From an optimization exercise on the open Yosys and OpenROAD flow, aimed at small area, a short achievable clock period and few clock cycles; shortcuts taken in it are not production practice.
RTL that was checked went through simulation tests only; none was proved equivalent to the original.
Only the layout flow was run in run 2; the RTL was not checked for function there.

==> flow/design.v (outline; a module is shown in full before it is edited, if it fits) <==
// module fft_twiddle_rom: 44 lines
// module fft_butterfly: 1595 lines
// module fft_memory: 20 lines
// module fft_controller: 191 lines
// module fft_top: 49 lines
module fft_top (
    input         clk,
    input         rst_n,
    input         start,
    input         data_valid,
    input  [15:0] data_in_real,
    input  [15:0] data_in_imag,
    input  [5:0]  addr_in,
    input         rd_en,
    input  [5:0]  addr_out,
    output        busy,
    output        done,
    output [15:0] data_out_real,
    output [15:0] data_out_imag
);
  // ...
==> flow/run.sh <==
#!/bin/bash
# synth_recipe.tcl (not shown) runs the flow's synth.tcl, then flattens the netlist and writes it again
# the make line also repeats each setting of config.mk as NAME=value (left out here)
make -C /OpenROAD-flow-scripts/flow DESIGN_CONFIG=/design/flow/config.mk WORK_HOME=/design/flow/orfs CLKGATE_MAP_FILE= SYNTH_SCRIPT=/design/flow/synth_recipe.tcl finish
==> flow/config.mk <==
export PLATFORM = sky130hd
export DESIGN_NAME = fft_top
export DESIGN_NICKNAME = fft_top
export VERILOG_FILES = /design/flow/design.v
export SDC_FILE = /design/flow/constraint.sdc
export NUM_CORES = 4
export LEC_CHECK = 0
export CAP_MARGIN = 20
export CORE_MARGIN = 2
export CORE_UTILIZATION = 40
export PLACE_DENSITY = 0.6
export SLEW_MARGIN = 20
==> flow/constraint.sdc <==
create_clock -name core_clock -period 11.0 [get_ports {clk}]
set_input_delay 2.2000 -clock core_clock [delete_from_list [all_inputs] [get_ports {clk}]]
set_output_delay 2.2000 -clock core_clock [all_outputs]
set_load 0.01 [all_outputs]
==> results.py, run 1 <==
metrics = {
    "run_status": {
        "status": "no timing/DRC/antenna violations",
    },
    "logic_synthesis": {
        "synthTopCellsByArea": "edfxtp_1, fa_1, dfxtp_1, a22oi_1, mux2i_1",
        "synth_ff_type": "edfxtp_1",
        "yosysSeqAreaShare_pct": 45.73,
    },
    "cells_and_area": {
        "final_area_sq_um": 175200,
        "antenna_cells": 25,
        "multi_input_area_sq_um": 79570,
        "fill_cells": 36180,
        "layout_commonest_cell": "edfxtp_1",
        "seq-cell-share_pct": 41.14,
        "multi_input_area_share_pct": 45.43,
        "num-nonclk-inverters": 821,
        "num-nets-final": 14810,
        "clkCellAreaFrac_pct": 5.419,
    },
    "timing": {
        "hold_viol": 0,
        "whs_ps": 307.0,
        "fin_worst_skew_ps": 110.3,
    },
    "global_routing": {
        "grt_pass1_vias": 113400,
        "met3_usage_pct": 5.776,
        "use_met1_pct": 36.77,
    },
    "critical_path": {
        "crit_end": "memory_inst.bank[2].mem[12][14]",
        "r2r_setup_slack_ps": 1310,
    },
    "floorplan": {
        "start_util_pct": 40.17,
        "core_area_sq_um": 392200,
        "die_h_um": 631.6,
        "die_x_um": 631.6,
    },
    "placed_design": {
        "dp_hpwl_um": 352400,
    },
    "hold_path": {
        "min_path_type": "flop to flop",
    },
    "drt": {
        "wl_per_cell_um": 29.69,
        "met2_length_um": 246400,
        "ant_nets": 0,
        "wirelength_um": 563500,
    },
    "clock_network": {
        "cts_tree": "built",
        "clock_path_buffers": 4,
        "cts_hold_buf": 0,
    },
}
Testbench counts, summed over its fixed seeds: cycles 7,304.
==> module fft_controller, before the edit <==
module fft_controller (
    input              clk,
    input              rst_n,
    input              start,
    input              data_valid,
    input      [15:0]  data_in_real,
    input      [15:0]  data_in_imag,
    input      [5:0]   addr_in,
    input              rd_en,
    input      [5:0]   addr_out,
    input      [127:0] mem_rd,
    output reg         busy,
    output reg         done,
    output reg [3:0]   mem_we,
    output reg [15:0]  mem_wa,
    output reg [127:0] mem_wd,
    output reg [15:0]  mem_ra,
    output reg [15:0]  data_out_real,
    output reg [15:0]  data_out_imag
);
    localparam IDLE = 2'd0, LOAD = 2'd1, COMP = 2'd2, DONE = 2'd3;
    reg  [1:0]  state;
    reg  [6:0]  cnt;              
    reg  [6:0]  cnt1, cnt2;       
    reg         v1, v2;           
    reg         in_v;
    reg  [5:0]  in_a;             
    reg  [31:0] in_d;
    reg  [5:0]  ha;               
    reg  [31:0] rd_q [0:3];       
    function [5:0] bitrev6;
        input [5:0] x;
        bitrev6 = {x[0], x[1], x[2], x[3], x[4], x[5]};
    endfunction
    function [1:0] bank_of;
        input [5:0] x;
        bank_of = {x[5], ^x};
    endfunction
    function [5:0] slot_addr;
        input [6:0] sc;
        input [1:0] k;
        reg   [4:0] j;
        reg   [2:0] s;
        integer i;
        begin
            j = {k[1], sc[3:0]};
            s = sc[6:4];
            for (i = 0; i < 6; i = i + 1) begin
                if (i < s)
                    slot_addr[i] = j[i];
                else if (i == s)
                    slot_addr[i] = k[0];
                else
                    slot_addr[i] = j[i-1];
            end
        end
    endfunction
    function [4:0] tw_index;
        input [6:0] sc;
        input       u;
        reg   [4:0] j;
        begin
            j = {u, sc[3:0]};
            case (sc[6:4])
                3'd0: tw_index = 5'd0;
                3'd1: tw_index = {j[0], 4'b0};
                3'd2: tw_index = {j[1:0], 3'b0};
                3'd3: tw_index = {j[2:0], 2'b0};
                3'd4: tw_index = {j[3:0], 1'b0};
                default: tw_index = j;
            endcase
        end
    endfunction
    always @(posedge clk or negedge rst_n) begin
        if (!rst_n) begin
            state <= IDLE;
            busy  <= 1'b0;
            done  <= 1'b0;
            cnt   <= 7'd0;
            cnt1  <= 7'd0;
            cnt2  <= 7'd0;
            v1    <= 1'b0;
            v2    <= 1'b0;
            in_v  <= 1'b0;
        end else begin
            in_v <= (state == LOAD) && data_valid;
            v1   <= (state == COMP) && !(cnt[6] && cnt[5]);
            v2   <= v1;
            cnt1 <= cnt;
            cnt2 <= cnt1;
            case (state)
                IDLE, DONE: begin
                    if (start) begin
                        state <= LOAD;
                        busy  <= 1'b1;
                        done  <= 1'b0;
                    end
                end
                LOAD: begin
                    cnt <= 7'd0;
                    if (!data_valid)
                        state <= COMP;
                end
                default: begin  
                    cnt <= cnt + 7'd1;
                    if (cnt == 7'd96) begin
                        state <= DONE;
                        busy  <= 1'b0;
                        done  <= 1'b1;
                    end
                end
            endcase
        end
    end
    always @(posedge clk) begin
        in_a <= bitrev6(addr_in);
        in_d <= {data_in_real, data_in_imag};
        ha   <= addr_out;
    end
    reg [5:0] ra_slot [0:3];
    reg [1:0] rb_slot [0:3];
    integer k, b;
    always @(*) begin
        for (k = 0; k < 4; k = k + 1) begin
            ra_slot[k] = slot_addr(cnt, k[1:0]);
            rb_slot[k] = bank_of(ra_slot[k]);
        end
        if (state == DONE) begin
            rb_slot[0] = bank_of(ha);
            mem_ra = {4{ha[3:0]}};
        end else begin
            mem_ra = 16'd0;
            for (k = 0; k < 4; k = k + 1)
                for (b = 0; b < 4; b = b + 1)
                    if (rb_slot[k] == b)
                        mem_ra[4*b +: 4] = ra_slot[k][3:0];
        end
    end
    always @(posedge clk) begin
        for (k = 0; k < 4; k = k + 1)
            rd_q[k] <= mem_rd[32*rb_slot[k] +: 32];
        data_out_real <= rd_q[0][31:16];
        data_out_imag <= rd_q[0][15:0];
    end
    wire [23:0] d_wr0, d_wi0, d_nwi0, d_wr1, d_wi1, d_nwi1;
    wire [15:0] o_ar [0:1];
    wire [15:0] o_ai [0:1];
    wire [15:0] o_br [0:1];
    wire [15:0] o_bi [0:1];
    fft_twiddle_rom rom0 (.addr(tw_index(cnt1, 1'b0)), .d_wr(d_wr0), .d_wi(d_wi0), .d_nwi(d_nwi0));
    fft_twiddle_rom rom1 (.addr(tw_index(cnt1, 1'b1)), .d_wr(d_wr1), .d_wi(d_wi1), .d_nwi(d_nwi1));
    fft_butterfly bf0 (
        .clk(clk),
        .ar(rd_q[0][31:16]), .ai(rd_q[0][15:0]), .br(rd_q[1][31:16]), .bi(rd_q[1][15:0]),
        .d_wr(d_wr0), .d_wi(d_wi0), .d_nwi(d_nwi0),
        .oar(o_ar[0]), .oai(o_ai[0]), .obr(o_br[0]), .obi(o_bi[0])
    );
    fft_butterfly bf1 (
        .clk(clk),
        .ar(rd_q[2][31:16]), .ai(rd_q[2][15:0]), .br(rd_q[3][31:16]), .bi(rd_q[3][15:0]),
        .d_wr(d_wr1), .d_wi(d_wi1), .d_nwi(d_nwi1),
        .oar(o_ar[1]), .oai(o_ai[1]), .obr(o_br[1]), .obi(o_bi[1])
    );
    reg [31:0] res   [0:3];
    reg [5:0]  wa_slot [0:3];
    always @(*) begin
        res[0] = {o_ar[0], o_ai[0]};
        res[1] = {o_br[0], o_bi[0]};
        res[2] = {o_ar[1], o_ai[1]};
        res[3] = {o_br[1], o_bi[1]};
        for (k = 0; k < 4; k = k + 1)
            wa_slot[k] = slot_addr(cnt2, k[1:0]);
        if (in_v) begin
            for (b = 0; b < 4; b = b + 1) begin
                mem_we[b] = (bank_of(in_a) == b);
                mem_wa[4*b +: 4] = in_a[3:0];
                mem_wd[32*b +: 32] = in_d;
            end
        end else begin
            mem_we = {4{v2}};
            mem_wa = 16'd0;
            mem_wd = 128'd0;
            for (k = 0; k < 4; k = k + 1)
                for (b = 0; b < 4; b = b + 1)
                    if (bank_of(wa_slot[k]) == b) begin
                        mem_wa[4*b +: 4] = wa_slot[k][3:0];
                        mem_wd[32*b +: 32] = res[k];
                    end
        end
    end
endmodule
==> inputs of run 2 (changes only) <==
--- a/flow/design.v
+++ b/flow/design.v
@@ -1623,24 +1623,42 @@
     assign pi_c = {t_1567, t_1565, t_1563, t_1561, t_1559, t_1557, t_1555, t_1553, t_1551, t_1549, t_1547, t_1545, t_1543, t_1541, t_1539, t_1537, t_1535, t_1533, t_1531, t_1529, t_1527, t_1525, t_1523, t_1521, t_1519, t_1517, t_1515, t_1513, t_1511, t_1509, t_1507, t_1506};
     reg [31:0] pr_s_q, pr_c_q, pi_s_q, pi_c_q;
     reg [15:0] ar_q, ai_q;
     always @(posedge clk) begin
         pr_s_q <= pr_s; pr_c_q <= pr_c;
         pi_s_q <= pi_s; pi_c_q <= pi_c;
         ar_q <= ar; ai_q <= ai;
     end
-    wire [31:0] pr = pr_s_q + pr_c_q;
-    wire [31:0] pi = pi_s_q + pi_c_q;
-    wire [15:0] vr = (pr[31] != pr[30]) ? {pr[31], {15{~pr[31]}}} : pr[30:15];
-    wire [15:0] vi = (pi[31] != pi[30]) ? {pi[31], {15{~pi[31]}}} : pi[30:15];
-    assign oar = ar_q + vr;
-    assign oai = ai_q + vi;
-    assign obr = ar_q - vr;
-    assign obi = ai_q - vi;
+    fft_bf_half hr (.a(ar_q), .s(pr_s_q), .c(pr_c_q), .oa(oar), .ob(obr));
+    fft_bf_half hi (.a(ai_q), .s(pi_s_q), .c(pi_c_q), .oa(oai), .ob(obi));
+endmodule
+module fft_bf_half (
+    input  [15:0] a,
+    input  [31:0] s, c,
+    output [15:0] oa, ob
+);
+    wire [31:0] p   = s + c;
+    wire        ovf = p[31] ^ p[30];
+    wire [31:0] xa  = {1'b0, a, 15'b0};
+    wire [31:0] sa  = s ^ c ^ xa;
+    wire [31:0] ca  = {((s[30:0] & c[30:0]) | (s[30:0] & xa[30:0]) | (c[30:0] & xa[30:0])), 1'b0};
+    wire [31:0] qa  = sa + ca;
+    wire [31:0] xb  = {1'b0, a, 15'h7fff};
+    wire [31:0] ns  = ~s;
+    wire [31:0] nc  = ~c;
+    wire [31:0] sb  = ns ^ nc ^ xb;
+    wire [31:0] cb  = {((ns[30:0] & nc[30:0]) | (ns[30:0] & xb[30:0]) | (nc[30:0] & xb[30:0])), 1'b1};
+    wire [31:0] qb  = sb + cb + 32'd1;
+    wire [15:0] a_m1 = a - 16'd1;
+    wire [15:0] a_p1 = a + 16'd1;
+    wire [15:0] sat_a = p[31] ? a : a_m1;
+    wire [15:0] sat_b = p[31] ? a : a_p1;
+    assign oa = ovf ? {~sat_a[15], sat_a[14:0]} : qa[30:15];
+    assign ob = ovf ? {~sat_b[15], sat_b[14:0]} : qb[30:15];
 endmodule
 module fft_memory (
     input          clk,
     input  [3:0]   we,      
     input  [15:0]  wa,      
     input  [127:0] wd,      
     input  [15:0]  ra,      
     output [127:0] rd       
@@ -1801,28 +1819,33 @@
         data_out_real <= rd_q[0][31:16];
         data_out_imag <= rd_q[0][15:0];
     end
     wire [23:0] d_wr0, d_wi0, d_nwi0, d_wr1, d_wi1, d_nwi1;
     wire [15:0] o_ar [0:1];
     wire [15:0] o_ai [0:1];
     wire [15:0] o_br [0:1];
     wire [15:0] o_bi [0:1];
-    fft_twiddle_rom rom0 (.addr(tw_index(cnt1, 1'b0)), .d_wr(d_wr0), .d_wi(d_wi0), .d_nwi(d_nwi0));
-    fft_twiddle_rom rom1 (.addr(tw_index(cnt1, 1'b1)), .d_wr(d_wr1), .d_wi(d_wi1), .d_nwi(d_nwi1));
+    fft_twiddle_rom rom0 (.addr(tw_index(cnt, 1'b0)), .d_wr(d_wr0), .d_wi(d_wi0), .d_nwi(d_nwi0));
+    fft_twiddle_rom rom1 (.addr(tw_index(cnt, 1'b1)), .d_wr(d_wr1), .d_wi(d_wi1), .d_nwi(d_nwi1));
+    reg [23:0] q_wr0, q_wi0, q_nwi0, q_wr1, q_wi1, q_nwi1;
+    always @(posedge clk) begin
+        q_wr0 <= d_wr0; q_wi0 <= d_wi0; q_nwi0 <= d_nwi0;
+        q_wr1 <= d_wr1; q_wi1 <= d_wi1; q_nwi1 <= d_nwi1;
+    end
     fft_butterfly bf0 (
         .clk(clk),
         .ar(rd_q[0][31:16]), .ai(rd_q[0][15:0]), .br(rd_q[1][31:16]), .bi(rd_q[1][15:0]),
-        .d_wr(d_wr0), .d_wi(d_wi0), .d_nwi(d_nwi0),
+        .d_wr(q_wr0), .d_wi(q_wi0), .d_nwi(q_nwi0),
         .oar(o_ar[0]), .oai(o_ai[0]), .obr(o_br[0]), .obi(o_bi[0])
     );
     fft_butterfly bf1 (
         .clk(clk),
         .ar(rd_q[2][31:16]), .ai(rd_q[2][15:0]), .br(rd_q[3][31:16]), .bi(rd_q[3][15:0]),
-        .d_wr(d_wr1), .d_wi(d_wi1), .d_nwi(d_nwi1),
+        .d_wr(q_wr1), .d_wi(q_wi1), .d_nwi(q_nwi1),
         .oar(o_ar[1]), .oai(o_ai[1]), .obr(o_br[1]), .obi(o_bi[1])
     );
     reg [31:0] res   [0:3];
     reg [5:0]  wa_slot [0:3];
     always @(*) begin
         res[0] = {o_ar[0], o_ai[0]};
         res[1] = {o_br[0], o_bi[0]};
         res[2] = {o_ar[1], o_ai[1]};
==> flow/config.mk (replaced) <==
export PLATFORM = sky130hd
export DESIGN_NAME = fft_top
export DESIGN_NICKNAME = fft_top
export VERILOG_FILES = /design/flow/design.v
export SDC_FILE = /design/flow/constraint.sdc
export NUM_CORES = 4
export LEC_CHECK = 0
export ABC_CLOCK_PERIOD_IN_PS = 4000
export CAP_MARGIN = 20
export CORE_MARGIN = 2
export CORE_UTILIZATION = 40
export PLACE_DENSITY = 0.6
export SETUP_SLACK_MARGIN = 5
export SLEW_MARGIN = 20
==> run 2 against run 1 <==
Effect of this change:
- clock skew fell by 29 ps
- first-iteration DRC count rose by 9.4%
- setup slack improved by 3700 ps
- clock-buffer cell count fell by 2
- synthesized cell count rose by 1.5%
- synthesized area rose by 4.0%
- critical path depth fell by 14
- still clean
- sequential share of layout area fell by 0.32 points
- die area rose by 4.0%
- sequential cell count rose by 110
- non-clock buffer count rose by 12
==> results.py, run 2 <==
metrics = {
    "timing": {
        "final.setup.worst_slack_ps": 4983,
        "layout_min_cycle_time_ps": 6017,
        "hold_viol": 0,
        "setup_violations": 0,
        "tightest_slew_ps": 1223,
        "rsz0062_at_grt": "no",
        "relSlewSlack_pct": 16.83,
        "fmax_mhz": 166.2,
        "final.setup.tns_ps": 0,
        "fin_worst_skew_ps": 81.52,
        "slew_viol_final": 0,
        "whs_ps": 323.0,
        "finalCritPeriodShare_pct": 54.70,
    },
    "clock_network": {
        "cts_tree": "built",
        "cts_buffers": 291,
        "clock_path_buffers": 4,
        "clock-sinks": 2678,
        "clock_latency_ps": 960,
        "htree_levels": 5,
        "root_buffer": "clkbuf_16",
        "path_clk_slew_ps": 70,
    },
    "placed_design": {
        "dpl_worst_slack_ps": 4683,
        "post_dp_cell_area_sq_um": 172200,
        "dp_hpwl_um": 373700,
        "routabilityCongestion": 1.007,
        "portBuffers": 81,
    },
    "run_status": {
        "status": "no timing/DRC/antenna violations",
    },
    "cells_and_area": {
        "syn2layout_area_growth_pct": 11.09,
        "final_cell_mix": "edfxtp_1, nand2_1, inv_1, fa_1, a22oi_1",
        "final_area_sq_um": 182000,
        "largest_register_ffs": 2048,
        "layout_commonest_cell": "edfxtp_1",
        "num-nets-final": 15450,
        "drive_above_1_share_pct": 10.82,
    },
    "logic_synthesis": {
        "synth_fp_nets": 15650,
        "syn_area_per_cell_sq_um": 11.71,
        "netlist_area_sq_um": 163800,
        "synth_edf_count": 2048,
        "synth_commonest_cells": "edfxtp_1, nand2_1, inv_1, fa_1, a22oi_1",
        "yosys.area.top_type_share_pct": 37.54,
        "ys_ff_latch": 2678,
        "yosys.area.top_type": "edfxtp_1",
        "yosysSeqAreaShare_pct": 45.32,
        "synth_cell_types": 92,
        "ys_warn_count": 46,
        "yosysMostFrequentCell": "edfxtp_1",
        "synthCells": 13990,
        "synth_ff_type": "edfxtp_1",
        "postSynth.asyncResetShare_pct": 1.046,
        "synthTopCellsByArea": "edfxtp_1, fa_1, dfxtp_1, a22oi_1, ha_1",
    },
    "critical_path": {
        "critical_path.max_fanout": 20,
        "r2r_setup_slack_ps": 4980,
        "cp_data_arrival_time_ps": 6630,
        "worstSetupEndpointType": "flop",
        "start_kind": "flop",
        "crit_required_ps": 11610,
        "worstSetupPathType": "flop to flop",
    },
    "global_routing": {
        "grt_pass1_wl_um": 828200,
        "grt_overflow_total": 0,
        "antenna_found_initial": 29,
        "grt_max_degree": 159,
        "grt_pass1_vias": 114500,
        "grt_util_all_layers_pct": 27.52,
    },
    "floorplan": {
        "num_rows": 235,
        "die_x_um": 644.0,
        "start_util_pct": 40.09,
        "die_area_sq_um": 414700,
        "die_h_um": 644.0,
        "num_io_pins": 83,
        "core_area_sq_um": 408700,
    },
    "drt": {
        "wl_per_cell_um": 29.85,
        "drt_first_iter_violations": 14720,
        "vias": 116300,
        "wirelength_um": 581800,
        "viasPerCell": 5.967,
        "firstDrtPassIters": 8,
        "drc": 0,
        "ant_nets": 0,
    },
    "hold_path": {
        "min_path_type": "flop to flop",
    },
    "job": {
        "maxCapViolCount": 0,
    },
}
[run 2: cell count changes in the layout (fill, tap and decap cells not counted), sizes merged, moves of 184 or more]
cell,change
a221oi,-184
mux4,+286
mux2,-241
and3,-225
nor2,-383
ha,+187
mux2i,-341
nand2,+445
inv,+284
nand3,+342
[run 2: cell families after synthesis]
family / synth area share (%)
AO/OA/AOI/OAI: 12.04
XOR/XNOR: 6.769
adder cells (fa/ha/maj): 17.04
buffers and inverters: 4.978
flip-flops: 45.32
multiplexers: 6.213
AND/OR/NAND/NOR: 7.641
[run 2: final timing paths]
kind / startpoint / endpoint / cells after the start
worst max-delay path: controller_inst.bf0.pi_c_q[2] / memory_inst.bank[0].mem[14][14] / 14
worst min-delay path: controller_inst.rd_q[0][31] / controller_inst.data_out_real[15] / 0
worst max register to register: controller_inst.bf0.pi_c_q[2] / memory_inst.bank[0].mem[14][14] / 14
worst min register to register: controller_inst.rd_q[0][31] / controller_inst.data_out_real[15] / 0
max in group asynchronous: rst_n / controller_inst.cnt[2] / 2
min in group asynchronous: rst_n / controller_inst.busy / 2
[run 2: final cells by class]
class,count,area (sq um)
Fill cell,37470,226700
Clock inverter,150,1448
Sequential cell,2678,74290
Timing Repair Buffer,548,4564
Tap cell,5451,6820
Antenna cell,12,30.03
Inverter,1096,4114
Multi-Input combinational cell,9179,82890
Clock buffer,376,7850
[run 2: per-layer routing]
metal  wire (um)  up-vias  share of wire (%)  global-route usage [%]
met5           9        -             0.0015                       0
met4       39280        2                6.8                   15.53
met3       62460     1533                 11                   6.737
met2      253000     6546                 43                   41.15
met1      227100    58930                 39                   36.59
li1            -    49280                  -                       -
[run 2: worst max-delay path, stage by stage, from the launching register on]
cell and delay (ps):
dfxtp_1 370, ha_1 190, inv_1 60, fa_1 430, a21boi_0 130, a311o_1 320
a211o_1 340, a31oi_1 350, or4_1 320, and2_1 720, xnor2_1 420, buf_4 280
o21ai_0 750, a22oi_1 250, a21oi_4 700
[run 2: what timing repair did]
| item | in CTS | in global routing |
|---|---|---|
| endpoints found under the setup margin | 213 | 623 |
| setup buffers | 2 | 8 |
| cloned | 0 | 1 |
| hold buffers | 0 | 0 |
| pin swaps | 3 | 5 |
| resized for setup | 10 | 23 |
[run 2: through the flow]
stage | instances | utilization [%]
6_report | 19490 | 44.53
5_1_grt | 19480 | 44.53
4_1_cts | 19460 | 44.44
3_5_place_dp | 18940 | 42.14
3_3_place_gp | 18930 | 42.12
2_1_floorplan | 13990 | -
==> inputs of run 3 (changes only) <==
--- a/flow/design.v
+++ b/flow/design.v
@@ -1698,8 +1698,8 @@
     localparam IDLE = 2'd0, LOAD = 2'd1, COMP = 2'd2, DONE = 2'd3;
     reg  [1:0]  state;
     reg  [6:0]  cnt;              
-    reg  [6:0]  cnt1, cnt2;       
-    reg         v1, v2;           
+    reg  [6:0]  cnt1, cnt2, cnt3;  
+    reg         v1, v2, v3;       
     reg         in_v;
     reg  [5:0]  in_a;             
     reg  [31:0] in_d;
@@ -1756,15 +1756,19 @@
             cnt   <= 7'd0;
             cnt1  <= 7'd0;
             cnt2  <= 7'd0;
+            cnt3  <= 7'd0;
             v1    <= 1'b0;
             v2    <= 1'b0;
+            v3    <= 1'b0;
             in_v  <= 1'b0;
         end else begin
             in_v <= (state == LOAD) && data_valid;
             v1   <= (state == COMP) && !(cnt[6] && cnt[5]);
             v2   <= v1;
+            v3   <= v2;
             cnt1 <= cnt;
             cnt2 <= cnt1;
+            cnt3 <= cnt2;
             case (state)
                 IDLE, DONE: begin
                     if (start) begin
@@ -1780,7 +1784,7 @@
                 end
                 default: begin  
                     cnt <= cnt + 7'd1;
-                    if (cnt == 7'd96) begin
+                    if (cnt == 7'd97) begin
                         state <= DONE;
                         busy  <= 1'b0;
                         done  <= 1'b1;
@@ -1845,13 +1849,15 @@
     );
     reg [31:0] res   [0:3];
     reg [5:0]  wa_slot [0:3];
+    always @(posedge clk) begin
+        res[0] <= {o_ar[0], o_ai[0]};
+        res[1] <= {o_br[0], o_bi[0]};
+        res[2] <= {o_ar[1], o_ai[1]};
+        res[3] <= {o_br[1], o_bi[1]};
+    end
     always @(*) begin
-        res[0] = {o_ar[0], o_ai[0]};
-        res[1] = {o_br[0], o_bi[0]};
-        res[2] = {o_ar[1], o_ai[1]};
-        res[3] = {o_br[1], o_bi[1]};
         for (k = 0; k < 4; k = k + 1)
-            wa_slot[k] = slot_addr(cnt2, k[1:0]);
+            wa_slot[k] = slot_addr(cnt3, k[1:0]);
         if (in_v) begin
             for (b = 0; b < 4; b = b + 1) begin
                 mem_we[b] = (bank_of(in_a) == b);
@@ -1859,7 +1865,7 @@
                 mem_wd[32*b +: 32] = in_d;
             end
         end else begin
-            mem_we = {4{v2}};
+            mem_we = {4{v3}};
             mem_wa = 16'd0;
             mem_wd = 128'd0;
             for (k = 0; k < 4; k = k + 1)
==> run 3 against run 2 <==
Effect of this change:
- highest routed layer unchanged
- largest cell class unchanged
- via count fell by 2.5%
- final cell count shrank 0.95%
- first-iteration DRC count decreased by 1.4%
- still clean on timing, DRC and antenna
==> results.py, run 3 <==
metrics = {
    "timing": {
        "final.setup.worst_slack_ps": 5147,
        "final.setup.tns_ps": 0,
        "finalCritPeriodShare_pct": 53.21,
        "hold_viol": 0,
        "relSlewSlack_pct": 6.942,
        "setup_violations": 0,
        "fmax_mhz": 170.9,
        "rsz0062_at_grt": "no",
        "layout_min_cycle_time_ps": 5853,
        "slew_viol_final": 0,
        "fin_worst_skew_ps": 80.92,
        "tightest_slew_ps": 1396,
    },
    "critical_path": {
        "cp_data_arrival_time_ps": 6670,
        "cp_top_family": "buffers and inverters",
        "crit_chain": "xnor3_2, xor2_4, buf_4, a21oi_1, o221ai_4, buf_4, buf_6, o21ai_0, mux4_2, nor2_1, a211oi_1, a211oi_2",
        "crit_required_ps": 11820,
        "worstSetupPathType": "flop to flop",
        "cp_common_cell": "buf_4",
        "worstSetupEndpointType": "flop",
        "critical_path.max_fanout": 66,
        "crit_slowest_cell": "dfrtp_1",
        "max_stage_delay_ps": 720,
        "path_buf_inv": 3,
        "start_kind": "flop",
    },
    "logic_synthesis": {
        "ys_ff_latch": 2814,
        "syn_area_per_cell_sq_um": 11.94,
        "synth_commonest_cells": "edfxtp_1, nand2_1, a22oi_1, fa_1, inv_1",
        "synth_edf_count": 2048,
        "yosysMostFrequentCell": "edfxtp_1",
        "synthTopCellsByArea": "edfxtp_1, fa_1, dfxtp_1, a22oi_1, ha_1",
        "yosys.area.top_type_share_pct": 37.35,
        "netlist_area_sq_um": 164700,
        "synth_fp_nets": 15430,
        "synthCells": 13800,
        "postSynth.asyncResetShare_pct": 1.279,
        "yosysSeqAreaShare_pct": 46.77,
        "ys_warn_count": 46,
        "synth_cell_types": 99,
        "yosys.area.top_type": "edfxtp_1",
        "synth_ff_type": "edfxtp_1",
    },
    "global_routing": {
        "grt_pass1_wl_um": 792400,
        "grt_util_all_layers_pct": 26.15,
        "grt_overflow_total": 0,
        "grt_pass1_vias": 110200,
        "grt_max_degree": 148,
        "antenna_found_initial": 34,
    },
    "clock_network": {
        "cts_tree": "built",
        "clock_latency_ps": 980,
        "cts_setup_buffers": 0,
        "root_buffer": "clkbuf_16",
        "clock-sinks": 2814,
        "cts_buffers": 310,
        "cts_hold_buf": 0,
        "clock_path_buffers": 4,
        "path_clk_slew_ps": 60,
        "htree_levels": 5,
        "ctsResizeCount": 0,
    },
    "cells_and_area": {
        "fill_cells": 37550,
        "num-nets-final": 15200,
        "syn2layout_area_growth_pct": 10.84,
        "layout_commonest_cell": "edfxtp_1",
        "largest_register_ffs": 2048,
        "final_cell_mix": "edfxtp_1, nand2_1, a22oi_1, fa_1, inv_1",
        "drive_above_1_share_pct": 10.65,
    },
    "drt": {
        "ant_nets": 0,
        "drc": 0,
        "viasPerCell": 5.874,
        "vias": 113400,
        "drt_first_iter_violations": 14520,
        "wl_per_cell_um": 28.72,
        "firstDrtPassIters": 6,
        "wirelength_um": 554400,
    },
    "hold_path": {
        "min_path_type": "flop to flop",
    },
    "run_status": {
        "status": "no timing/DRC/antenna violations",
    },
    "floorplan": {
        "die_x_um": 645.6,
        "die_h_um": 645.6,
        "die_area_sq_um": 416800,
        "num_io_pins": 83,
        "core_area_sq_um": 409900,
        "num_rows": 235,
        "start_util_pct": 40.18,
    },
    "job": {
        "maxCapViolCount": 0,
    },
    "placed_design": {
        "portBuffers": 81,
        "routabilityCongestion": 0.9751,
        "dpl_worst_slack_ps": 5128,
        "dp_hpwl_um": 363100,
    },
}
==> run 3: cell count changes in the layout (fill, tap and decap cells not counted), moves of 89 or more <==
cell | before | now
a211oi_1 | 261 | 120
a21oi_1 | 426 | 319
a22oi_1 | 973 | 1093
and2_1 | 199 | 84
dfxtp_1 | 581 | 709
inv_1 | 1091 | 1002
nand2_1 | 1308 | 1216
nand3_1 | 426 | 258
nor2_1 | 339 | 659
==> run 3: stage by stage <==
step / util [%] / cell area [sq um] / instances / hold WS [ps]
5_1_grt: 44.52 / 182500 / 19290 / 329.4
3_5_place_dp: 41.98 / 172000 / 18700 / 312.8
3_3_place_gp: 41.97 / 172000 / 18700 / 313.1
6_report: 44.53 / 182500 / 19310 / 327.5
4_1_cts: 44.49 / 182300 / 19270 / 325.9
2_1_floorplan: - / 164700 / 13800 / 309.6
==> run 3: path summary, 6_finish.rpt <==
check                                              endpoint                         from  cells after the start  slack [ps]
max in group asynchronous              controller_inst.in_v                        rst_n                      1        8980
max                             controller_inst.rd_q[0][13]       controller_inst.cnt[0]                     12        5150
min in group asynchronous              controller_inst.done                        rst_n                      1        1350
min reg2reg                controller_inst.data_out_real[8]  controller_inst.rd_q[0][24]                      0         330
min                        controller_inst.data_out_real[8]  controller_inst.rd_q[0][24]                      0         330
max reg2reg                     controller_inst.rd_q[0][13]       controller_inst.cnt[0]                     12        5150
==> run 3: layout make-up <==
class	instances	area (sq um)	share of cell area [%]
Clock inverter	182	2016	1.104
Tap cell	5451	6820	3.737
Sequential cell	2814	77040	42.21
Clock buffer	394	8278	4.535
Inverter	1003	3765	2.063
Multi-Input combinational cell	8941	80570	44.14
Antenna cell	28	70.07	0.03839
Timing Repair Buffer	492	3968	2.174
==> run 3: metal layers <==
layer	up-vias	share of wire, %	global-route usage (%)
li1	48390	-	-
met1	57590	40	35.27
met2	6194	43	39.00
met3	1205	10	6.281
met4	12	6.2	13.82
met5	-	0.025	0.1272
==> run 3: cells by family after synthesis <==
logic type	share of synthesized area, %
DFF	46.77
muxes	6.170
AOI/OAI and AO/OA	11.40
buffers and inverters	4.891
and+or+nand+nor	7.153
xor gates and xnor gates	6.825
adders and majority gates	16.79
Testbench counts of run 3, summed over its fixed seeds: cycles 7,336.

## what the ideal ports hide
The results above use ideal ports. As a check the final layouts listed here were re-extracted and re-timed, cells and wires unchanged. Step 1 sets driving cells, clkbuf_16 on the clock port and buf_2 on the other inputs (assumed; they add their load-dependent delay and slew). Step 2 also shifts input and output timing later by t, the mid clock arrival at the registers, as if the neighbouring blocks saw the same clock. Slacks: no drivers / after step 1 / after step 2; pairs: no drivers / after step 1.
run	shift t [ns]	slack for setup (ns)	hold slack, ns
run 1	1.027	1.314 / 1.314 / 1.314	0.307 / 0.307 / 0.307
run 2	1.042	4.983 / 4.983 / 4.983	0.323 / 0.323 / 0.323
run 3	1.067	5.147 / 5.147 / 5.147	0.327 / 0.327 / 0.327
After both steps every run listed still meets setup and hold.
